Background: an optimization exercise with open tools, aiming at small area and a short achievable clock period. Do not read the settings as production practice. RTL that was checked went through simulation tests only; none was proved equivalent to the original. For run 2, only the layout was checked, not whether the RTL still works.

## flow/design.v (module list and top-level ports; edited modules follow where they fit)
// module mult16_top: 17 lines
// module mul_fa: 4 lines
// module mul_inv: 3 lines
// module mul_mux2i: 3 lines
// module mul_nand2: 3 lines
// module mul_nor2: 3 lines
// module mul_xnor2: 3 lines
// module multiplier_16bit: 1491 lines
module mult16_top (
  input         clk,
  input  [15:0] a,
  input  [15:0] b,
  output [31:0] p
);
  // ...
==> flow/flow/run.sh <==
#!/bin/bash
# The standard layout (the standard.sh), except that the input and output
# port buffers are buf_2 cells. All of the flow's output goes to standard.log.
set -e
export BUFFER_PORTS_ARGS="-buffer_cell sky130_fd_sc_hd__buf_2"
bash standard.sh > standard.log 2>&1
==> flow/standard.sh <==
#!/bin/bash
# synth_recipe.tcl (not shown) runs the flow's synth.tcl, then flattens the netlist and writes it again
# the make line also repeats each setting of config.mk as NAME=value (left out here)
make -C /OpenROAD-flow-scripts/flow DESIGN_CONFIG=/design/flow/config.mk WORK_HOME=/design/flow/orfs CLKGATE_MAP_FILE= SYNTH_SCRIPT=/design/flow/synth_recipe.tcl "${@:-finish}"
==> flow/config.mk <==
export PLATFORM = sky130hd
export DESIGN_NAME = mult16_top
export DESIGN_NICKNAME = mult16_top
export VERILOG_FILES = /design/flow/design.v
export SDC_FILE = /design/flow/constraint.sdc
export NUM_CORES = 4
export LEC_CHECK = 0
export CAP_MARGIN = 20
export CORE_MARGIN = 2
export CORE_UTILIZATION = 40
export SLEW_MARGIN = 20
export SYNTH_HIERARCHICAL = 1
export SYNTH_MINIMUM_KEEP_SIZE = 0
==> flow/constraint.sdc <==
create_clock -name core_clock -period 15.0 [get_ports {clk}]
set_input_delay 3.0000 -clock core_clock [delete_from_list [all_inputs] [get_ports {clk}]]
set_output_delay 3.0000 -clock core_clock [all_outputs]
set_load 0.01 [all_outputs]
==> summary.md, run 1 <==
| Metric | Value |
|---|---|
| Hold slack | roughly 0.58 ns |
| Tmin final | around 5.3 ns |
| GRT overflow | 0 |
| Data required, critical path | 15.23 ns |
| Family with the most delay on the worst path | adder cells |
| Clk tree area frac | under 10% |
| Mapped Avg Cell Area | 9.339 sq um |
| Clk sinks | 64 |
| CTS buffer count | 9 |
| Syn_nets | 1105 |
| Buffer share of cell area | ~3.5% |
| Post-route core utilization | 45.59% |
| Hold Startpoint | a_r[0]$_DFF_P_ |
| Setup slack, reg-to-reg | 9.74 ns |
| CTS tree | built |
| Worst-path fanout max | 8 |
| WP data arrival | 5.49 ns |
| WHS Endpoint | p_r[0]$_DFF_P_ |
| Status | complete, no violations |
| Largest register FFs | 32 |
| Most common library cells after synthesis | nor2_1, fa_1, xnor2_1 |
| Global-route wire length before repair | 33290 microns |
| Synthesized flop and latch total | 64 |
| Tapcell Cnt | between 200 and 300 |
| Peak Freq | about 0.19 GHz |
| Largest net degree at the start of global routing | 14 |
| Fraction of area in multi-input gates | a little under three quarters |
| Post-DR vias/cell | ~5.0 |
| Via count | 6246 |
| Synth Area in Adders | roughly 41% |
| MaxCap Viol Count | 0 |
| Crit path to | p_r[27]$_DFF_P_ |
| Crit-path max cell delay | 0.49 ns |
| Setup TNS | 0 ns |
| Clock latency at the later pin of the worst-skew pair | around 0.36 ns |
| Mux contribution to synthesized area | between 5 and 6% |
| Htree depth | 3 |
| Die Span X | 148.3 microns |
| GR Layer Usage met3 | under 10% |
| Final critical-path setup slack | 9.736 ns |
==> run 2, diff against run 1 <==
--- a/flow/design.v
+++ b/flow/design.v
@@ -11,35 +11,44 @@
   always @(posedge clk) begin
     a_r <= a;
     b_r <= b;
     p_r <= o;
   end
   assign p = p_r;
 endmodule
 
+module mul_aoi21(input a1, a2, b1, output y);
+  assign y = ~((a1 & a2) | b1);
+endmodule
 module mul_fa(input a, b, cin, output sum, cout);
   assign sum = a ^ b ^ cin;
   assign cout = (a & b) | (a & cin) | (b & cin);
 endmodule
 module mul_inv(input a, output y);
   assign y = ~a;
 endmodule
 module mul_mux2i(input s, a0, a1, output y);
   assign y = ~(s ? a1 : a0);
 endmodule
 module mul_nand2(input a, b, output y);
   assign y = ~(a & b);
 endmodule
 module mul_nor2(input a, b, output y);
   assign y = ~(a | b);
 endmodule
+module mul_oai21(input a1, a2, b1, output y);
+  assign y = ~((a1 | a2) & b1);
+endmodule
 module mul_xnor2(input a, b, output y);
   assign y = ~(a ^ b);
 endmodule
+module mul_xor2(input a, b, output y);
+  assign y = a ^ b;
+endmodule
 module multiplier_16bit(input [15:0] a, b, output [31:0] o);
   wire n1;
   wire n2;
   wire n3;
   wire n4;
   wire n5;
   wire n6;
   wire n7;
@@ -852,79 +861,360 @@
   wire n814;
   wire n815;
   wire n816;
   wire n817;
   wire n818;
   wire n819;
   wire n820;
   wire n821;
+  wire n822;
+  wire n823;
+  wire n824;
+  wire n825;
+  wire n826;
+  wire n827;
+  wire n828;
+  wire n829;
+  wire n830;
+  wire n831;
+  wire n832;
+  wire n833;
+  wire n834;
+  wire n835;
+  wire n836;
+  wire n837;
+  wire n838;
+  wire n839;
+  wire n840;
+  wire n841;
+  wire n842;
+  wire n843;
+  wire n844;
+  wire n845;
+  wire n846;
+  wire n847;
+  wire n848;
+  wire n849;
+  wire n850;
+  wire n851;
+  wire n852;
+  wire n853;
+  wire n854;
+  wire n855;
+  wire n856;
+  wire n857;
+  wire n858;
+  wire n859;
+  wire n860;
+  wire n861;
+  wire n862;
+  wire n863;
+  wire n864;
+  wire n865;
+  wire n866;
+  wire n867;
+  wire n868;
+  wire n869;
+  wire n870;
+  wire n871;
+  wire n872;
+  wire n873;
+  wire n874;
+  wire n875;
+  wire n876;
+  wire n877;
+  wire n878;
+  wire n879;
+  wire n880;
+  wire n881;
+  wire n882;
+  wire n883;
+  wire n884;
+  wire n885;
+  wire n886;
+  wire n887;
+  wire n888;
+  wire n889;
+  wire n890;
+  wire n891;
+  wire n892;
+  wire n893;
+  wire n894;
+  wire n895;
+  wire n896;
+  wire n897;
+  wire n898;
+  wire n899;
+  wire n900;
+  wire n901;
+  wire n902;
+  wire n903;
+  wire n904;
+  wire n905;
+  wire n906;
+  wire n907;
+  wire n908;
+  wire n909;
+  wire n910;
+  wire n911;
+  wire n912;
+  wire n913;
+  wire n914;
+  wire n915;
+  wire n916;
+  wire n917;
+  wire n918;
+  wire n919;
+  wire n920;
+  wire n921;
+  wire n922;
+  wire n923;
+  wire n924;
+  wire n925;
+  wire n926;
+  wire n927;
+  wire n928;
+  wire n929;
+  wire n930;
+  wire n931;
+  wire n932;
+  wire n933;
+  wire n934;
+  wire n935;
+  wire n936;
+  wire n937;
+  wire n938;
+  wire n939;
+  wire n940;
+  wire n941;
+  wire n942;
+  wire n943;
+  wire n944;
+  wire n945;
+  wire n946;
+  wire n947;
+  wire n948;
+  wire n949;
+  wire n950;
+  wire n951;
+  wire n952;
+  wire n953;
+  wire n954;
+  wire n955;
+  wire n956;
+  wire n957;
+  wire n958;
+  wire n959;
+  wire n960;
+  wire n961;
+  wire n962;
+  wire n963;
+  wire n964;
+  wire n965;
+  wire n966;
+  wire n967;
+  wire n968;
+  wire n969;
+  wire n970;
+  wire n971;
+  wire n972;
+  wire n973;
+  wire n974;
+  wire n975;
+  wire n976;
+  wire n977;
+  wire n978;
+  wire n979;
+  wire n980;
+  wire n981;
+  wire n982;
+  wire n983;
+  wire n984;
+  wire n985;
+  wire n986;
+  wire n987;
+  wire n988;
+  wire n989;
+  wire n990;
+  wire n991;
+  wire n992;
+  wire n993;
+  wire n994;
+  wire n995;
+  wire n996;
+  wire n997;
+  wire n998;
+  wire n999;
+  wire n1000;
+  wire n1001;
+  wire n1002;
+  wire n1003;
+  wire n1004;
+  wire n1005;
+  wire n1006;
+  wire n1007;
+  wire n1008;
+  wire n1009;
+  wire n1010;
+  wire n1011;
+  wire n1012;
+  wire n1013;
+  wire n1014;
+  wire n1015;
+  wire n1016;
+  wire n1017;
+  wire n1018;
+  wire n1019;
+  wire n1020;
+  wire n1021;
+  wire n1022;
+  wire n1023;
+  wire n1024;
+  wire n1025;
+  wire n1026;
+  wire n1027;
+  wire n1028;
+  wire n1029;
+  wire n1030;
+  wire n1031;
+  wire n1032;
+  wire n1033;
+  wire n1034;
+  wire n1035;
+  wire n1036;
+  wire n1037;
+  wire n1038;
+  wire n1039;
+  wire n1040;
+  wire n1041;
+  wire n1042;
+  wire n1043;
+  wire n1044;
+  wire n1045;
+  wire n1046;
+  wire n1047;
+  wire n1048;
+  wire n1049;
+  wire n1050;
+  wire n1051;
+  wire n1052;
+  wire n1053;
+  wire n1054;
+  wire n1055;
+  wire n1056;
+  wire n1057;
+  wire n1058;
+  wire n1059;
+  wire n1060;
+  wire n1061;
+  wire n1062;
+  wire n1063;
+  wire n1064;
+  wire n1065;
+  wire n1066;
+  wire n1067;
+  wire n1068;
+  wire n1069;
+  wire n1070;
+  wire n1071;
+  wire n1072;
+  wire n1073;
+  wire n1074;
+  wire n1075;
+  wire n1076;
+  wire n1077;
+  wire n1078;
+  wire n1079;
+  wire n1080;
+  wire n1081;
+  wire n1082;
+  wire n1083;
+  wire n1084;
+  wire n1085;
+  wire n1086;
+  wire n1087;
+  wire n1088;
+  wire n1089;
+  wire n1090;
+  wire n1091;
+  wire n1092;
+  wire n1093;
+  wire n1094;
+  wire n1095;
+  wire n1096;
+  wire n1097;
+  wire n1098;
+  wire n1099;
+  wire n1100;
+  wire n1101;
+  wire n1102;
   mul_inv u0 (.a(a[0]), .y(n1));
-  mul_inv u1 (.a(b[0]), .y(n33));
-  mul_inv u2 (.a(a[0]), .y(n2));
-  mul_inv u3 (.a(b[0]), .y(n34));
-  mul_inv u4 (.a(a[1]), .y(n3));
-  mul_inv u5 (.a(b[1]), .y(n35));
-  mul_inv u6 (.a(a[1]), .y(n4));
-  mul_inv u7 (.a(b[1]), .y(n36));
-  mul_inv u8 (.a(a[2]), .y(n5));
-  mul_inv u9 (.a(b[2]), .y(n37));
-  mul_inv u10 (.a(a[2]), .y(n6));
-  mul_inv u11 (.a(b[2]), .y(n38));
-  mul_inv u12 (.a(a[3]), .y(n7));
-  mul_inv u13 (.a(b[3]), .y(n39));
-  mul_inv u14 (.a(a[3]), .y(n8));
-  mul_inv u15 (.a(b[3]), .y(n40));
-  mul_inv u16 (.a(a[4]), .y(n9));
-  mul_inv u17 (.a(b[4]), .y(n41));
-  mul_inv u18 (.a(a[4]), .y(n10));
-  mul_inv u19 (.a(b[4]), .y(n42));
-  mul_inv u20 (.a(a[5]), .y(n11));
-  mul_inv u21 (.a(b[5]), .y(n43));
-  mul_inv u22 (.a(a[5]), .y(n12));
-  mul_inv u23 (.a(b[5]), .y(n44));
-  mul_inv u24 (.a(a[6]), .y(n13));
-  mul_inv u25 (.a(b[6]), .y(n45));
-  mul_inv u26 (.a(a[6]), .y(n14));
-  mul_inv u27 (.a(b[6]), .y(n46));
-  mul_inv u28 (.a(a[7]), .y(n15));
-  mul_inv u29 (.a(b[7]), .y(n47));
-  mul_inv u30 (.a(a[7]), .y(n16));
-  mul_inv u31 (.a(b[7]), .y(n48));
-  mul_inv u32 (.a(a[8]), .y(n17));
-  mul_inv u33 (.a(b[8]), .y(n49));
-  mul_inv u34 (.a(a[8]), .y(n18));
-  mul_inv u35 (.a(b[8]), .y(n50));
-  mul_inv u36 (.a(a[9]), .y(n19));
-  mul_inv u37 (.a(b[9]), .y(n51));
-  mul_inv u38 (.a(a[9]), .y(n20));
-  mul_inv u39 (.a(b[9]), .y(n52));
-  mul_inv u40 (.a(a[10]), .y(n21));
-  mul_inv u41 (.a(b[10]), .y(n53));
-  mul_inv u42 (.a(a[10]), .y(n22));
-  mul_inv u43 (.a(b[10]), .y(n54));
-  mul_inv u44 (.a(a[11]), .y(n23));
-  mul_inv u45 (.a(b[11]), .y(n55));
-  mul_inv u46 (.a(a[11]), .y(n24));
-  mul_inv u47 (.a(b[11]), .y(n56));
-  mul_inv u48 (.a(a[12]), .y(n25));
-  mul_inv u49 (.a(b[12]), .y(n57));
-  mul_inv u50 (.a(a[12]), .y(n26));
-  mul_inv u51 (.a(b[12]), .y(n58));
-  mul_inv u52 (.a(a[13]), .y(n27));
-  mul_inv u53 (.a(b[13]), .y(n59));
-  mul_inv u54 (.a(a[13]), .y(n28));
-  mul_inv u55 (.a(b[13]), .y(n60));
-  mul_inv u56 (.a(a[14]), .y(n29));
-  mul_inv u57 (.a(b[14]), .y(n61));
-  mul_inv u58 (.a(a[14]), .y(n30));
-  mul_inv u59 (.a(b[14]), .y(n62));
-  mul_inv u60 (.a(a[15]), .y(n31));
-  mul_inv u61 (.a(b[15]), .y(n63));
-  mul_inv u62 (.a(a[15]), .y(n32));
+  mul_inv u1 (.a(a[0]), .y(n2));
+  mul_inv u2 (.a(a[1]), .y(n3));
+  mul_inv u3 (.a(a[1]), .y(n4));
+  mul_inv u4 (.a(a[2]), .y(n5));
+  mul_inv u5 (.a(a[2]), .y(n6));
+  mul_inv u6 (.a(a[3]), .y(n7));
+  mul_inv u7 (.a(a[3]), .y(n8));
+  mul_inv u8 (.a(a[4]), .y(n9));
+  mul_inv u9 (.a(a[4]), .y(n10));
+  mul_inv u10 (.a(a[5]), .y(n11));
+  mul_inv u11 (.a(a[5]), .y(n12));
+  mul_inv u12 (.a(a[6]), .y(n13));
+  mul_inv u13 (.a(a[6]), .y(n14));
+  mul_inv u14 (.a(a[7]), .y(n15));
+  mul_inv u15 (.a(a[7]), .y(n16));
+  mul_inv u16 (.a(a[8]), .y(n17));
+  mul_inv u17 (.a(a[8]), .y(n18));
+  mul_inv u18 (.a(a[9]), .y(n19));
+  mul_inv u19 (.a(a[9]), .y(n20));
+  mul_inv u20 (.a(a[10]), .y(n21));
+  mul_inv u21 (.a(a[10]), .y(n22));
+  mul_inv u22 (.a(a[11]), .y(n23));
+  mul_inv u23 (.a(a[11]), .y(n24));
+  mul_inv u24 (.a(a[12]), .y(n25));
+  mul_inv u25 (.a(a[12]), .y(n26));
+  mul_inv u26 (.a(a[13]), .y(n27));
+  mul_inv u27 (.a(a[13]), .y(n28));
+  mul_inv u28 (.a(a[14]), .y(n29));
+  mul_inv u29 (.a(a[14]), .y(n30));
+  mul_inv u30 (.a(a[15]), .y(n31));
+  mul_inv u31 (.a(a[15]), .y(n32));
+  mul_inv u32 (.a(b[0]), .y(n33));
+  mul_inv u33 (.a(b[0]), .y(n34));
+  mul_inv u34 (.a(b[1]), .y(n35));
+  mul_inv u35 (.a(b[1]), .y(n36));
+  mul_inv u36 (.a(b[2]), .y(n37));
+  mul_inv u37 (.a(b[2]), .y(n38));
+  mul_inv u38 (.a(b[3]), .y(n39));
+  mul_inv u39 (.a(b[3]), .y(n40));
+  mul_inv u40 (.a(b[4]), .y(n41));
+  mul_inv u41 (.a(b[4]), .y(n42));
+  mul_inv u42 (.a(b[5]), .y(n43));
+  mul_inv u43 (.a(b[5]), .y(n44));
+  mul_inv u44 (.a(b[6]), .y(n45));
+  mul_inv u45 (.a(b[6]), .y(n46));
+  mul_inv u46 (.a(b[7]), .y(n47));
+  mul_inv u47 (.a(b[7]), .y(n48));
+  mul_inv u48 (.a(b[8]), .y(n49));
+  mul_inv u49 (.a(b[8]), .y(n50));
+  mul_inv u50 (.a(b[9]), .y(n51));
+  mul_inv u51 (.a(b[9]), .y(n52));
+  mul_inv u52 (.a(b[10]), .y(n53));
+  mul_inv u53 (.a(b[10]), .y(n54));
+  mul_inv u54 (.a(b[11]), .y(n55));
+  mul_inv u55 (.a(b[11]), .y(n56));
+  mul_inv u56 (.a(b[12]), .y(n57));
+  mul_inv u57 (.a(b[12]), .y(n58));
+  mul_inv u58 (.a(b[13]), .y(n59));
+  mul_inv u59 (.a(b[13]), .y(n60));
+  mul_inv u60 (.a(b[14]), .y(n61));
+  mul_inv u61 (.a(b[14]), .y(n62));
+  mul_inv u62 (.a(b[15]), .y(n63));
   mul_inv u63 (.a(b[15]), .y(n64));
   mul_nor2 u64 (.a(n1), .b(n33), .y(n65));
   mul_nor2 u65 (.a(n1), .b(n35), .y(n66));
   mul_nor2 u66 (.a(n1), .b(n37), .y(n67));
   mul_nor2 u67 (.a(n1), .b(n39), .y(n68));
   mul_nor2 u68 (.a(n1), .b(n41), .y(n69));
   mul_nor2 u69 (.a(n1), .b(n43), .y(n70));
   mul_nor2 u70 (.a(n1), .b(n45), .y(n71));
@@ -1493,36 +1783,345 @@
   mul_fa u633 (.a(n272), .b(n287), .cin(n302), .sum(n786), .cout(n787));
   mul_fa u634 (.a(n317), .b(n778), .cin(n786), .sum(n788), .cout(n789));
   mul_xnor2 u635 (.a(n780), .b(n788), .y(n790));
   mul_xnor2 u636 (.a(n790), .b(n782), .y(n791));
   mul_mux2i u637 (.s(n790), .a0(n782), .a1(n780), .y(n792));
   mul_fa u638 (.a(n288), .b(n303), .cin(n318), .sum(n793), .cout(n794));
   mul_fa u639 (.a(n787), .b(n793), .cin(n789), .sum(n795), .cout(n796));
   mul_fa u640 (.a(n304), .b(n319), .cin(n794), .sum(n797), .cout(n798));
-  mul_inv u641 (.a(n339), .y(n799));
-  mul_inv u642 (.a(n350), .y(n800));
-  mul_inv u643 (.a(n362), .y(n801));
-  mul_inv u644 (.a(n378), .y(n802));
-  mul_inv u645 (.a(n396), .y(n803));
-  mul_inv u646 (.a(n379), .y(n804));
-  mul_inv u647 (.a(n440), .y(n805));
-  mul_inv u648 (.a(n418), .y(n806));
-  mul_inv u649 (.a(n465), .y(n807));
-  mul_inv u650 (.a(n491), .y(n808));
-  mul_inv u651 (.a(n553), .y(n809));
-  mul_inv u652 (.a(n585), .y(n810));
-  mul_inv u653 (.a(n586), .y(n811));
-  mul_inv u654 (.a(n645), .y(n812));
-  mul_inv u655 (.a(n617), .y(n813));
-  mul_inv u656 (.a(n671), .y(n814));
-  mul_inv u657 (.a(n748), .y(n815));
-  mul_inv u658 (.a(n733), .y(n816));
-  mul_inv u659 (.a(n763), .y(n817));
-  mul_inv u660 (.a(n775), .y(n818));
-  mul_inv u661 (.a(n776), .y(n819));
-  mul_inv u662 (.a(n785), .y(n820));
-  mul_inv u663 (.a(n792), .y(n821));
+  mul_xnor2 u641 (.a(n66), .b(n81), .y(n799));
+  mul_nand2 u642 (.a(n66), .b(n81), .y(n800));
+  mul_inv u643 (.a(n339), .y(n801));
+  mul_xnor2 u644 (.a(n801), .b(n332), .y(n802));
+  mul_nand2 u645 (.a(n801), .b(n332), .y(n803));
+  mul_inv u646 (.a(n350), .y(n804));
+  mul_xnor2 u647 (.a(n804), .b(n347), .y(n805));
+  mul_nand2 u648 (.a(n804), .b(n347), .y(n806));
+  mul_inv u649 (.a(n362), .y(n807));
+  mul_xnor2 u650 (.a(n807), .b(n360), .y(n808));
+  mul_nand2 u651 (.a(n807), .b(n360), .y(n809));
+  mul_xor2 u652 (.a(n396), .b(n379), .y(n810));
+  mul_nor2 u653 (.a(n396), .b(n379), .y(n811));
+  mul_xor2 u654 (.a(n440), .b(n418), .y(n812));
+  mul_nor2 u655 (.a(n440), .b(n418), .y(n813));
+  mul_inv u656 (.a(n491), .y(n814));
+  mul_xnor2 u657 (.a(n814), .b(n466), .y(n815));
+  mul_nand2 u658 (.a(n814), .b(n466), .y(n816));
+  mul_inv u659 (.a(n553), .y(n817));
+  mul_xnor2 u660 (.a(n817), .b(n522), .y(n818));
+  mul_nand2 u661 (.a(n817), .b(n522), .y(n819));
+  mul_inv u662 (.a(n615), .y(n820));
+  mul_xor2 u663 (.a(n820), .b(n586), .y(n821));
+  mul_nor2 u664 (.a(n820), .b(n586), .y(n822));
+  mul_xor2 u665 (.a(n645), .b(n617), .y(n823));
+  mul_nor2 u666 (.a(n645), .b(n617), .y(n824));
+  mul_xnor2 u667 (.a(n670), .b(n646), .y(n825));
+  mul_nand2 u668 (.a(n670), .b(n646), .y(n826));
+  mul_inv u669 (.a(n693), .y(n827));
+  mul_xor2 u670 (.a(n827), .b(n671), .y(n828));
+  mul_nor2 u671 (.a(n827), .b(n671), .y(n829));
+  mul_xnor2 u672 (.a(n714), .b(n694), .y(n830));
+  mul_nand2 u673 (.a(n714), .b(n694), .y(n831));
+  mul_xnor2 u674 (.a(n732), .b(n715), .y(n832));
+  mul_nand2 u675 (.a(n732), .b(n715), .y(n833));
+  mul_xor2 u676 (.a(n748), .b(n733), .y(n834));
+  mul_nor2 u677 (.a(n748), .b(n733), .y(n835));
+  mul_inv u678 (.a(n763), .y(n836));
+  mul_xnor2 u679 (.a(n836), .b(n750), .y(n837));
+  mul_nand2 u680 (.a(n836), .b(n750), .y(n838));
+  mul_inv u681 (.a(n775), .y(n839));
+  mul_xnor2 u682 (.a(n839), .b(n765), .y(n840));
+  mul_nand2 u683 (.a(n839), .b(n765), .y(n841));
+  mul_inv u684 (.a(n784), .y(n842));
+  mul_xor2 u685 (.a(n842), .b(n776), .y(n843));
+  mul_nor2 u686 (.a(n842), .b(n776), .y(n844));
+  mul_inv u687 (.a(n791), .y(n845));
+  mul_xor2 u688 (.a(n845), .b(n785), .y(n846));
+  mul_nor2 u689 (.a(n845), .b(n785), .y(n847));
+  mul_inv u690 (.a(n795), .y(n848));
+  mul_xor2 u691 (.a(n848), .b(n792), .y(n849));
+  mul_nor2 u692 (.a(n848), .b(n792), .y(n850));
+  mul_xnor2 u693 (.a(n797), .b(n796), .y(n851));
+  mul_nand2 u694 (.a(n797), .b(n796), .y(n852));
+  mul_xnor2 u695 (.a(n320), .b(n798), .y(n853));
+  mul_nand2 u696 (.a(n320), .b(n798), .y(n854));
+  mul_inv u697 (.a(n800), .y(n855));
+  mul_nand2 u698 (.a(n321), .b(n855), .y(n856));
+  mul_inv u699 (.a(n856), .y(n857));
+  mul_nand2 u700 (.a(n325), .b(n857), .y(n858));
+  mul_inv u701 (.a(n858), .y(n859));
+  mul_nand2 u702 (.a(n331), .b(n859), .y(n860));
+  mul_oai21 u703 (.a1(n802), .a2(n860), .b1(n803), .y(n861));
+  mul_inv u704 (.a(n806), .y(n862));
+  mul_inv u705 (.a(n805), .y(n863));
+  mul_aoi21 u706 (.a1(n863), .a2(n861), .b1(n862), .y(n864));
+  mul_oai21 u707 (.a1(n808), .a2(n806), .b1(n809), .y(n865));
+  mul_nor2 u708 (.a(n808), .b(n805), .y(n866));
+  mul_aoi21 u709 (.a1(n866), .a2(n861), .b1(n865), .y(n867));
+  mul_nor2 u710 (.a(n378), .b(n809), .y(n868));
+  mul_nor2 u711 (.a(n378), .b(n808), .y(n869));
+  mul_inv u712 (.a(n868), .y(n870));
+  mul_inv u713 (.a(n869), .y(n871));
+  mul_oai21 u714 (.a1(n871), .a2(n864), .b1(n870), .y(n872));
+  mul_aoi21 u715 (.a1(n810), .a2(n872), .b1(n811), .y(n873));
+  mul_nand2 u716 (.a(n416), .b(n811), .y(n874));
+  mul_nand2 u717 (.a(n416), .b(n810), .y(n875));
+  mul_inv u718 (.a(n874), .y(n876));
+  mul_inv u719 (.a(n875), .y(n877));
+  mul_aoi21 u720 (.a1(n877), .a2(n872), .b1(n876), .y(n878));
+  mul_inv u721 (.a(n813), .y(n879));
+  mul_inv u722 (.a(n812), .y(n880));
+  mul_oai21 u723 (.a1(n880), .a2(n878), .b1(n879), .y(n881));
+  mul_inv u724 (.a(n465), .y(n882));
+  mul_nand2 u725 (.a(n882), .b(n813), .y(n883));
+  mul_inv u726 (.a(n465), .y(n884));
+  mul_nand2 u727 (.a(n884), .b(n812), .y(n885));
+  mul_oai21 u728 (.a1(n885), .a2(n878), .b1(n883), .y(n886));
+  mul_inv u729 (.a(n816), .y(n887));
+  mul_inv u730 (.a(n815), .y(n888));
+  mul_aoi21 u731 (.a1(n888), .a2(n886), .b1(n887), .y(n889));
+  mul_inv u732 (.a(n816), .y(n890));
+  mul_nand2 u733 (.a(n521), .b(n890), .y(n891));
+  mul_inv u734 (.a(n521), .y(n892));
+  mul_nor2 u735 (.a(n892), .b(n815), .y(n893));
+  mul_inv u736 (.a(n891), .y(n894));
+  mul_aoi21 u737 (.a1(n893), .a2(n886), .b1(n894), .y(n895));
+  mul_oai21 u738 (.a1(n818), .a2(n891), .b1(n819), .y(n896));
+  mul_inv u739 (.a(n893), .y(n897));
+  mul_nor2 u740 (.a(n818), .b(n897), .y(n898));
+  mul_aoi21 u741 (.a1(n898), .a2(n886), .b1(n896), .y(n899));
+  mul_nor2 u742 (.a(n585), .b(n819), .y(n900));
+  mul_nor2 u743 (.a(n585), .b(n818), .y(n901));
+  mul_inv u744 (.a(n900), .y(n902));
+  mul_inv u745 (.a(n901), .y(n903));
+  mul_oai21 u746 (.a1(n903), .a2(n895), .b1(n902), .y(n904));
+  mul_inv u747 (.a(n585), .y(n905));
+  mul_nand2 u748 (.a(n821), .b(n905), .y(n906));
+  mul_inv u749 (.a(n822), .y(n907));
+  mul_oai21 u750 (.a1(n906), .a2(n899), .b1(n907), .y(n908));
+  mul_aoi21 u751 (.a1(n823), .a2(n822), .b1(n824), .y(n909));
+  mul_nand2 u752 (.a(n823), .b(n821), .y(n910));
+  mul_inv u753 (.a(n909), .y(n911));
+  mul_inv u754 (.a(n910), .y(n912));
+  mul_aoi21 u755 (.a1(n912), .a2(n904), .b1(n911), .y(n913));
+  mul_inv u756 (.a(n826), .y(n914));
+  mul_inv u757 (.a(n825), .y(n915));
+  mul_aoi21 u758 (.a1(n915), .a2(n824), .b1(n914), .y(n916));
+  mul_nand2 u759 (.a(n915), .b(n823), .y(n917));
+  mul_inv u760 (.a(n822), .y(n918));
+  mul_oai21 u761 (.a1(n917), .a2(n918), .b1(n916), .y(n919));
+  mul_inv u762 (.a(n917), .y(n920));
+  mul_nand2 u763 (.a(n920), .b(n821), .y(n921));
+  mul_inv u764 (.a(n921), .y(n922));
+  mul_aoi21 u765 (.a1(n922), .a2(n904), .b1(n919), .y(n923));
+  mul_inv u766 (.a(n829), .y(n924));
+  mul_inv u767 (.a(n828), .y(n925));
+  mul_oai21 u768 (.a1(n925), .a2(n826), .b1(n924), .y(n926));
+  mul_nor2 u769 (.a(n925), .b(n825), .y(n927));
+  mul_aoi21 u770 (.a1(n927), .a2(n824), .b1(n926), .y(n928));
+  mul_nand2 u771 (.a(n927), .b(n823), .y(n929));
+  mul_inv u772 (.a(n822), .y(n930));
+  mul_oai21 u773 (.a1(n929), .a2(n930), .b1(n928), .y(n931));
+  mul_inv u774 (.a(n929), .y(n932));
+  mul_nand2 u775 (.a(n932), .b(n821), .y(n933));
+  mul_inv u776 (.a(n933), .y(n934));
+  mul_aoi21 u777 (.a1(n934), .a2(n904), .b1(n931), .y(n935));
+  mul_inv u778 (.a(n831), .y(n936));
+  mul_inv u779 (.a(n830), .y(n937));
+  mul_aoi21 u780 (.a1(n937), .a2(n829), .b1(n936), .y(n938));
+  mul_nand2 u781 (.a(n937), .b(n828), .y(n939));
+  mul_oai21 u782 (.a1(n939), .a2(n826), .b1(n938), .y(n940));
+  mul_nor2 u783 (.a(n939), .b(n825), .y(n941));
+  mul_inv u784 (.a(n940), .y(n942));
+  mul_inv u785 (.a(n941), .y(n943));
+  mul_oai21 u786 (.a1(n943), .a2(n909), .b1(n942), .y(n944));
+  mul_nor2 u787 (.a(n943), .b(n910), .y(n945));
+  mul_aoi21 u788 (.a1(n945), .a2(n904), .b1(n944), .y(n946));
+  mul_oai21 u789 (.a1(n832), .a2(n831), .b1(n833), .y(n947));
+  mul_nor2 u790 (.a(n832), .b(n830), .y(n948));
+  mul_aoi21 u791 (.a1(n948), .a2(n926), .b1(n947), .y(n949));
+  mul_nand2 u792 (.a(n948), .b(n927), .y(n950));
+  mul_oai21 u793 (.a1(n950), .a2(n909), .b1(n949), .y(n951));
+  mul_nor2 u794 (.a(n950), .b(n910), .y(n952));
+  mul_aoi21 u795 (.a1(n952), .a2(n904), .b1(n951), .y(n953));
+  mul_aoi21 u796 (.a1(n834), .a2(n947), .b1(n835), .y(n954));
+  mul_nand2 u797 (.a(n834), .b(n948), .y(n955));
+  mul_inv u798 (.a(n954), .y(n956));
+  mul_inv u799 (.a(n955), .y(n957));
+  mul_aoi21 u800 (.a1(n957), .a2(n926), .b1(n956), .y(n958));
+  mul_nand2 u801 (.a(n957), .b(n927), .y(n959));
+  mul_oai21 u802 (.a1(n959), .a2(n909), .b1(n958), .y(n960));
+  mul_nor2 u803 (.a(n959), .b(n910), .y(n961));
+  mul_aoi21 u804 (.a1(n961), .a2(n904), .b1(n960), .y(n962));
+  mul_inv u805 (.a(n838), .y(n963));
+  mul_inv u806 (.a(n837), .y(n964));
+  mul_aoi21 u807 (.a1(n964), .a2(n835), .b1(n963), .y(n965));
+  mul_nand2 u808 (.a(n964), .b(n834), .y(n966));
+  mul_inv u809 (.a(n965), .y(n967));
+  mul_inv u810 (.a(n966), .y(n968));
+  mul_aoi21 u811 (.a1(n968), .a2(n947), .b1(n967), .y(n969));
+  mul_nand2 u812 (.a(n968), .b(n948), .y(n970));
+  mul_inv u813 (.a(n969), .y(n971));
+  mul_inv u814 (.a(n970), .y(n972));
+  mul_aoi21 u815 (.a1(n972), .a2(n926), .b1(n971), .y(n973));
+  mul_nand2 u816 (.a(n972), .b(n927), .y(n974));
+  mul_oai21 u817 (.a1(n974), .a2(n909), .b1(n973), .y(n975));
+  mul_nor2 u818 (.a(n974), .b(n910), .y(n976));
+  mul_aoi21 u819 (.a1(n976), .a2(n904), .b1(n975), .y(n977));
+  mul_oai21 u820 (.a1(n840), .a2(n838), .b1(n841), .y(n978));
+  mul_nor2 u821 (.a(n840), .b(n837), .y(n979));
+  mul_aoi21 u822 (.a1(n979), .a2(n835), .b1(n978), .y(n980));
+  mul_nand2 u823 (.a(n979), .b(n834), .y(n981));
+  mul_inv u824 (.a(n980), .y(n982));
+  mul_inv u825 (.a(n981), .y(n983));
+  mul_aoi21 u826 (.a1(n983), .a2(n947), .b1(n982), .y(n984));
+  mul_nand2 u827 (.a(n983), .b(n948), .y(n985));
+  mul_inv u828 (.a(n984), .y(n986));
+  mul_inv u829 (.a(n985), .y(n987));
+  mul_aoi21 u830 (.a1(n987), .a2(n926), .b1(n986), .y(n988));
+  mul_nand2 u831 (.a(n987), .b(n927), .y(n989));
+  mul_oai21 u832 (.a1(n989), .a2(n909), .b1(n988), .y(n990));
+  mul_nor2 u833 (.a(n989), .b(n910), .y(n991));
+  mul_aoi21 u834 (.a1(n991), .a2(n904), .b1(n990), .y(n992));
+  mul_inv u835 (.a(n841), .y(n993));
+  mul_aoi21 u836 (.a1(n843), .a2(n993), .b1(n844), .y(n994));
+  mul_inv u837 (.a(n840), .y(n995));
+  mul_nand2 u838 (.a(n843), .b(n995), .y(n996));
+  mul_oai21 u839 (.a1(n996), .a2(n965), .b1(n994), .y(n997));
+  mul_nor2 u840 (.a(n996), .b(n966), .y(n998));
+  mul_aoi21 u841 (.a1(n998), .a2(n947), .b1(n997), .y(n999));
+  mul_nand2 u842 (.a(n998), .b(n948), .y(n1000));
+  mul_oai21 u843 (.a1(n1000), .a2(n928), .b1(n999), .y(n1001));
+  mul_nor2 u844 (.a(n1000), .b(n929), .y(n1002));
+  mul_aoi21 u845 (.a1(n1002), .a2(n908), .b1(n1001), .y(n1003));
+  mul_inv u846 (.a(n847), .y(n1004));
+  mul_inv u847 (.a(n846), .y(n1005));
+  mul_oai21 u848 (.a1(n1005), .a2(n994), .b1(n1004), .y(n1006));
+  mul_nor2 u849 (.a(n1005), .b(n996), .y(n1007));
+  mul_inv u850 (.a(n1006), .y(n1008));
+  mul_inv u851 (.a(n1007), .y(n1009));
+  mul_oai21 u852 (.a1(n1009), .a2(n969), .b1(n1008), .y(n1010));
+  mul_nor2 u853 (.a(n1009), .b(n970), .y(n1011));
+  mul_inv u854 (.a(n1010), .y(n1012));
+  mul_inv u855 (.a(n1011), .y(n1013));
+  mul_oai21 u856 (.a1(n1013), .a2(n928), .b1(n1012), .y(n1014));
+  mul_nor2 u857 (.a(n1013), .b(n929), .y(n1015));
+  mul_aoi21 u858 (.a1(n1015), .a2(n908), .b1(n1014), .y(n1016));
+  mul_aoi21 u859 (.a1(n849), .a2(n847), .b1(n850), .y(n1017));
+  mul_nand2 u860 (.a(n849), .b(n846), .y(n1018));
+  mul_oai21 u861 (.a1(n1018), .a2(n994), .b1(n1017), .y(n1019));
+  mul_nor2 u862 (.a(n1018), .b(n996), .y(n1020));
+  mul_inv u863 (.a(n1019), .y(n1021));
+  mul_inv u864 (.a(n1020), .y(n1022));
+  mul_oai21 u865 (.a1(n1022), .a2(n969), .b1(n1021), .y(n1023));
+  mul_nor2 u866 (.a(n1022), .b(n970), .y(n1024));
+  mul_inv u867 (.a(n1023), .y(n1025));
+  mul_inv u868 (.a(n1024), .y(n1026));
+  mul_oai21 u869 (.a1(n1026), .a2(n928), .b1(n1025), .y(n1027));
+  mul_nor2 u870 (.a(n1026), .b(n929), .y(n1028));
+  mul_aoi21 u871 (.a1(n1028), .a2(n908), .b1(n1027), .y(n1029));
+  mul_inv u872 (.a(n852), .y(n1030));
+  mul_inv u873 (.a(n851), .y(n1031));
+  mul_aoi21 u874 (.a1(n1031), .a2(n850), .b1(n1030), .y(n1032));
+  mul_nand2 u875 (.a(n1031), .b(n849), .y(n1033));
+  mul_inv u876 (.a(n1032), .y(n1034));
+  mul_inv u877 (.a(n1033), .y(n1035));
+  mul_aoi21 u878 (.a1(n1035), .a2(n847), .b1(n1034), .y(n1036));
+  mul_nand2 u879 (.a(n1035), .b(n846), .y(n1037));
+  mul_inv u880 (.a(n844), .y(n1038));
+  mul_oai21 u881 (.a1(n1037), .a2(n1038), .b1(n1036), .y(n1039));
+  mul_inv u882 (.a(n843), .y(n1040));
+  mul_nor2 u883 (.a(n1037), .b(n1040), .y(n1041));
+  mul_inv u884 (.a(n1039), .y(n1042));
+  mul_inv u885 (.a(n1041), .y(n1043));
+  mul_oai21 u886 (.a1(n1043), .a2(n984), .b1(n1042), .y(n1044));
+  mul_nor2 u887 (.a(n1043), .b(n985), .y(n1045));
+  mul_inv u888 (.a(n1044), .y(n1046));
+  mul_inv u889 (.a(n1045), .y(n1047));
+  mul_oai21 u890 (.a1(n1047), .a2(n928), .b1(n1046), .y(n1048));
+  mul_nor2 u891 (.a(n1047), .b(n929), .y(n1049));
+  mul_aoi21 u892 (.a1(n1049), .a2(n908), .b1(n1048), .y(n1050));
+  mul_oai21 u893 (.a1(n853), .a2(n852), .b1(n854), .y(n1051));
+  mul_nor2 u894 (.a(n853), .b(n851), .y(n1052));
+  mul_aoi21 u895 (.a1(n1052), .a2(n850), .b1(n1051), .y(n1053));
+  mul_nand2 u896 (.a(n1052), .b(n849), .y(n1054));
+  mul_inv u897 (.a(n1053), .y(n1055));
+  mul_inv u898 (.a(n1054), .y(n1056));
+  mul_aoi21 u899 (.a1(n1056), .a2(n847), .b1(n1055), .y(n1057));
+  mul_nand2 u900 (.a(n1056), .b(n846), .y(n1058));
+  mul_inv u901 (.a(n844), .y(n1059));
+  mul_oai21 u902 (.a1(n1058), .a2(n1059), .b1(n1057), .y(n1060));
+  mul_inv u903 (.a(n843), .y(n1061));
+  mul_nor2 u904 (.a(n1058), .b(n1061), .y(n1062));
+  mul_inv u905 (.a(n1060), .y(n1063));
+  mul_inv u906 (.a(n1062), .y(n1064));
+  mul_oai21 u907 (.a1(n1064), .a2(n984), .b1(n1063), .y(n1065));
+  mul_nor2 u908 (.a(n1064), .b(n985), .y(n1066));
+  mul_inv u909 (.a(n1065), .y(n1067));
+  mul_inv u910 (.a(n1066), .y(n1068));
+  mul_oai21 u911 (.a1(n1068), .a2(n928), .b1(n1067), .y(n1069));
+  mul_nor2 u912 (.a(n1068), .b(n929), .y(n1070));
+  mul_aoi21 u913 (.a1(n1070), .a2(n908), .b1(n1069), .y(n1071));
+  mul_inv u914 (.a(n799), .y(n1072));
+  mul_xnor2 u915 (.a(n800), .b(n321), .y(n1073));
+  mul_xnor2 u916 (.a(n856), .b(n325), .y(n1074));
+  mul_xnor2 u917 (.a(n858), .b(n331), .y(n1075));
+  mul_xor2 u918 (.a(n860), .b(n802), .y(n1076));
+  mul_xnor2 u919 (.a(n861), .b(n805), .y(n1077));
+  mul_xor2 u920 (.a(n864), .b(n808), .y(n1078));
+  mul_xor2 u921 (.a(n867), .b(n378), .y(n1079));
+  mul_xor2 u922 (.a(n872), .b(n810), .y(n1080));
+  mul_xnor2 u923 (.a(n873), .b(n416), .y(n1081));
+  mul_xnor2 u924 (.a(n878), .b(n812), .y(n1082));
+  mul_xnor2 u925 (.a(n881), .b(n465), .y(n1083));
+  mul_xnor2 u926 (.a(n886), .b(n815), .y(n1084));
+  mul_xnor2 u927 (.a(n889), .b(n521), .y(n1085));
+  mul_xor2 u928 (.a(n895), .b(n818), .y(n1086));
+  mul_xor2 u929 (.a(n899), .b(n585), .y(n1087));
+  mul_xor2 u930 (.a(n904), .b(n821), .y(n1088));
+  mul_xor2 u931 (.a(n908), .b(n823), .y(n1089));
+  mul_xor2 u932 (.a(n913), .b(n825), .y(n1090));
+  mul_xnor2 u933 (.a(n923), .b(n828), .y(n1091));
+  mul_xor2 u934 (.a(n935), .b(n830), .y(n1092));
+  mul_xor2 u935 (.a(n946), .b(n832), .y(n1093));
+  mul_xnor2 u936 (.a(n953), .b(n834), .y(n1094));
+  mul_xor2 u937 (.a(n962), .b(n837), .y(n1095));
+  mul_xor2 u938 (.a(n977), .b(n840), .y(n1096));
+  mul_xnor2 u939 (.a(n992), .b(n843), .y(n1097));
+  mul_xnor2 u940 (.a(n1003), .b(n846), .y(n1098));
+  mul_xnor2 u941 (.a(n1016), .b(n849), .y(n1099));
+  mul_xor2 u942 (.a(n1029), .b(n851), .y(n1100));
+  mul_xor2 u943 (.a(n1050), .b(n853), .y(n1101));
+  mul_inv u944 (.a(n1071), .y(n1102));
   assign o[0] = n65;
-  wire [30:0] fx = {1'b0, n320, n797, n795, n791, n784, n818, n817, n815, n732, n714, n693, n670, n812, n615, n810, n809, n521, n808, n807, n805, n416, n803, n802, n801, n800, n799, n331, n325, n321, n66};
-  wire [30:0] fy = {1'b0, n798, n796, n821, n820, n819, n765, n750, n816, n715, n694, n814, n646, n813, n811, 1'b0, n522, 1'b0, n466, 1'b0, n806, 1'b0, n804, 1'b0, n360, n347, n332, 1'b0, 1'b0, 1'b0, n81};
-  assign o[31:1] = fx + fy;
+  assign o[1] = n1072;
+  assign o[2] = n1073;
+  assign o[3] = n1074;
+  assign o[4] = n1075;
+  assign o[5] = n1076;
+  assign o[6] = n1077;
+  assign o[7] = n1078;
+  assign o[8] = n1079;
+  assign o[9] = n1080;
+  assign o[10] = n1081;
+  assign o[11] = n1082;
+  assign o[12] = n1083;
+  assign o[13] = n1084;
+  assign o[14] = n1085;
+  assign o[15] = n1086;
+  assign o[16] = n1087;
+  assign o[17] = n1088;
+  assign o[18] = n1089;
+  assign o[19] = n1090;
+  assign o[20] = n1091;
+  assign o[21] = n1092;
+  assign o[22] = n1093;
+  assign o[23] = n1094;
+  assign o[24] = n1095;
+  assign o[25] = n1096;
+  assign o[26] = n1097;
+  assign o[27] = n1098;
+  assign o[28] = n1099;
+  assign o[29] = n1100;
+  assign o[30] = n1101;
+  assign o[31] = n1102;
 endmodule
==> summary.md, run 2 <==
| Metric | Value |
|---|---|
| Status | complete, no violations (unchanged) |
| CTS buffer count | 9 (unchanged) |
| Largest register by flop count | p_r (unchanged) |
| Post-DR vias/cell | 4.785 (was 5.041) |
| Reg2reg path depth | 16 (was 20) |
| IO buf count | 64 (unchanged) |
| Most frequent cell after synthesis | nor2_1 (unchanged) |
| Post-CTS Setup Bufs | 0 (unchanged) |
| Final clock skew | 0.006128 ns (was 0.01748 ns) |
| Peak Freq | 0.1915 GHz (was 0.1900 GHz) |
| Worst setup path start | a_r[3]$_DFF_P_ (was b_r[10]$_DFF_P_) |
| Worst-path clk slew | 0.06 ns (was 0.07 ns) |
| Global-route wire length before repair | 34400 microns (was 33290 microns) |
| Post-Syn Area | 8904 sq um (was 8330 sq um) |
| Largest regs | p_r (32), a_r (16), b_r (16) (unchanged) |
| Layout cells sized above 1 | 11.10% (was 9.598%) |
| Setup TNS | 0 ns (unchanged) |
| Largest net degree at the start of global routing | 14 (unchanged) |
| Clock Path Buffers | 2 (unchanged) |
| Detailed Route WL | 20210 microns (was 19720 microns) |
| Setup Viol. Count Final | 0 (unchanged) |
| Final HPWL DP | 16640 microns (was 16610 microns) |
| Tmin final | 5.222 ns (was 5.264 ns) |
| Number of gates resized after cts | 0 (unchanged) |
| Register area | 1281 sq um (unchanged) |
| EDFF count, synth | 0 (unchanged) |
| Initial antenna violation count | 0 (unchanged) |
| Die Span X | 153.2 microns (was 148.3 microns) |
| Area post-placement | 9334 sq um (was 8977 sq um) |
| Antenna Nets Post-Route | 0 (unchanged) |
| Die H | 153.2 microns (was 148.3 microns) |
| Data required, critical path | 15.22 ns (was 15.23 ns) |
| CTS root buf | clkbuf_16 (unchanged) |
| Syn_nets | 1231 (was 1105) |
| CTS tree | built (unchanged) |
| Core Box Area | 21820 sq um (was 20360 sq um) |
| Hold slack | 0.6348 ns (was 0.5766 ns) |
| Synth Instances | 1041 (was 892) |
| Final Cell Area | 9646 sq um (was 9284 sq um) |
| Synthesized flop and latch total | 64 (unchanged) |
| Reg2reg start | a_r[3]$_DFF_P_ (was b_r[10]$_DFF_P_) |
| Sequential area share after synthesis | 14.39% (was 15.38%) |
| Total GRT Usage | 18.48% (was 19.61%) |
| Period Utilization, post-route | 34.81% (was 35.10%) |
| Drt wl/cell | 14.75 microns (was 15.91 microns) |
| Most frequent cells in the layout | nor2_1, inv_1, fa_1, xnor2_1 (was nor2_1, fa_1, xnor2_1, inv_1) |
| Count of warnings emitted by yosys | 7 (unchanged) |
| DIE AREA | 23470 sq um (was 22000 sq um) |
| Final net count | 1275 (was 1177) |
| Initial Util | 40.80% (was 40.91%) |
| Synth Flop Type | dfxtp_1 (unchanged) |
| R2r endpoint | p_r[29]$_DFF_P_ (was p_r[27]$_DFF_P_) |
| Cells after DPL | 1353 (was 1223) |
| Max-slew violations | 0 (unchanged) |
| WP data arrival | 5.44 ns (was 5.49 ns) |
| Kind of critical path | flip-flop to flip-flop (unchanged) |
| Vias in the first global route | 7127 (was 6683) |
| Yosys top cell by area | fa_1 (unchanged) |
| DR iter-0 viols | 323 (was 367) |
| Worst-path fanout max | 8 (unchanged) |
| Proportion of netlist area held by the largest area contributor | 35.30% (was 37.73%) |
| Worst slew pin tran | 0.7857 ns (was 0.5824 ns) |
| P&R area growth vs syn | 8.333% (was 11.44%) |
| Multi-input logic area | 6740 sq um (was 6648 sq um) |
| Filler cells | 2180 (was 2004) |
| Hold WC Path Type | flip-flop to flip-flop (unchanged) |
| Setup slack, reg-to-reg | 9.78 ns (was 9.74 ns) |
| MaxCap Viol Count | 0 (unchanged) |
| Hold Buf Count CTS | 0 (unchanged) |
| Final Non-Filler Cells | 1370 (was 1239) |
| Via count | 6556 (was 6246) |
| Antenna cell count | 0 (unchanged) |
| Mapped Avg Cell Area | 8.553 sq um (was 9.339 sq um) |
| RSZ-0062 raised after global routing | no (unchanged) |
| Most common cell after layout, fill and taps aside | nor2_1 (unchanged) |
| Clock latency at the later pin of the worst-skew pair | 0.35 ns (was 0.36 ns) |
| RePlAce Congestion | 0.8668 (was 0.8951) |
| Worst Setup End Kind | flip-flop (unchanged) |
| Relative slew margins | 47.27% (was 61.10%) |
| Final Hold Vio Count | 0 (unchanged) |
| Clk sinks | 64 (unchanged) |
| GRT overflow | 0 (unchanged) |
| Ports | 65 (unchanged) |
| Row cnt | 54 (was 52) |
| DRC violations left | 0 (unchanged) |
| Largest register FFs | 32 (unchanged) |
| Dominant cells by area after synthesis | fa_1, dfxtp_1, nor2_1, xnor2_1, inv_1 (was fa_1, dfxtp_1, nor2_1, xnor2_1, mux2i_1) |
| Crit path to | p_r[29]$_DFF_P_ (was p_r[27]$_DFF_P_) |
| Most common library cells after synthesis | nor2_1, inv_1, fa_1 (was nor2_1, fa_1, xnor2_1) |
| Yosys cell types | 11 (was 41) |
| Drt pass-1 iters | 5 (unchanged) |
| Startpoint types | flip-flop (unchanged) |
| Htree depth | 3 (unchanged) |
| FFs w/ async S/R, synth | 0% (unchanged) |
## run 2: cell count changes after synthesis, sizes merged, moves of 24 or more
cell,change
nand2,+24
inv,+69
nor2,+30
o21ai,+24
a21oi,+27
buf,+31
## run 2: through the flow
stage	util (%)	worst slack [ns]
2_1_floorplan	-	10.33
3_3_place_gp	42.77	9.827
3_5_place_dp	42.77	9.738
4_1_cts	44.16	9.700
5_1_grt	44.20	9.401
6_report	44.20	9.778
## run 2: kinds of logic (layout without fill, tap and decap cells)
family          after synthesis  after routing  synth area share, %
mux                          46             46                5.171
simple gates                347            347                14.63
flops                        64             64                14.39
compound gates               74             74                5.846
buf+inv                     203            252                9.907
xor+xnor                    150            150                14.76
fa+ha+maj                   157            157                35.30
## run 2: worst min path at each step
stage	from	to	slack [ns]	cells past startpoint
after floorplan	a_r[0]$_DFF_P_	p_r[0]$_DFF_P_	0.61	3
after global placement	a_r[0]$_DFF_P_	p_r[0]$_DFF_P_	0.62	2
after detailed placement	a_r[0]$_DFF_P_	p_r[0]$_DFF_P_	0.61	2
after CTS	a_r[0]$_DFF_P_	p_r[0]$_DFF_P_	0.63	2
after global routing	a_r[0]$_DFF_P_	p_r[0]$_DFF_P_	0.68	2
final	a_r[0]$_DFF_P_	p_r[0]$_DFF_P_	0.63	2
## run 2: Yosys stat by module, one instance, submodules excluded, excerpt
module | copies in the design | cells inside | cell area [sq um] | flip-flops and latches
mul_aoi21 | 40 | 1 | 8.758 | 0
mul_fa | 157 | 1 | 20.02 | 0
mul_inv | 171 | 1 | 3.754 | 0
mul_mux2i | 46 | 1 | 10.01 | 0
mul_oai21 | 34 | 1 | 5.005 | 0
mul_xnor2 | 126 | 1 | 8.758 | 0
mul_xor2 | 24 | 1 | 8.758 | 0
mult16_top | 1 | 64 | 1281 | 64
multiplier_16bit | 1 | 32 | 240.2 | 0
## run 2: critical path, stage by stage, from the launching register on
cell and delay, ns:
dfxtp_1 0.31, inv_1 0.29, nor2_1 0.12, fa_1 0.48
fa_1 0.51, fa_1 0.43, xnor2_1 0.27, mux2i_1 0.26
xnor2_1 0.20, mux2i_1 0.28, xnor2_1 0.20, mux2i_1 0.29
xor2_1 0.40, nand2_1 0.10, o21ai_1 0.63, a21oi_2 0.14
xor2_1 0.18
## run 2: area by class of cell
type                            instances  share of cell area (%)
Tap cell                              280                   3.632
Clock inverter                          7                  0.8172
Timing Repair Buffer                   65                   3.399
Multi-Input combinational cell        774                   69.88
Sequential cell                        64                   13.28
Inverter                              171                   6.655
Clock buffer                            9                   2.335
## run 2: layer usage
layer,vias to the layer above,GRT usage (%),wire length (microns)
li1,3154,-,-
met1,3179,20.37,7764
met2,177,34.95,10810
met3,46,3.005,967
met4,0,7.716,671
met5,-,0,0

==> port drivers added, routing unchanged <==
How much do the figures lean on ideal ports? The routed layouts below were timed once more, with nothing changed but the port constraints. Step 1 assumes that a clkbuf_16 drives the clock port and a buf_2 every other input. Step 2 times the ports against the registers' clock, not the clock port: input delays grow and output delays shrink by t, the midpoint of the rising clock arrivals with the driver on. a / b / c = ideal ports / drivers / drivers and shift; a / b = the first two.
| run | t (ns) | setup WS [ns] | worst setup path after step 2 |
|---|---|---|---|
| run 1 | 0.401 | 9.736 / 9.736 / 9.736 | register to register |
| run 2 | 0.392 | 9.778 / 9.778 / 9.778 | register to register |
After both steps every run listed still meets setup and hold.
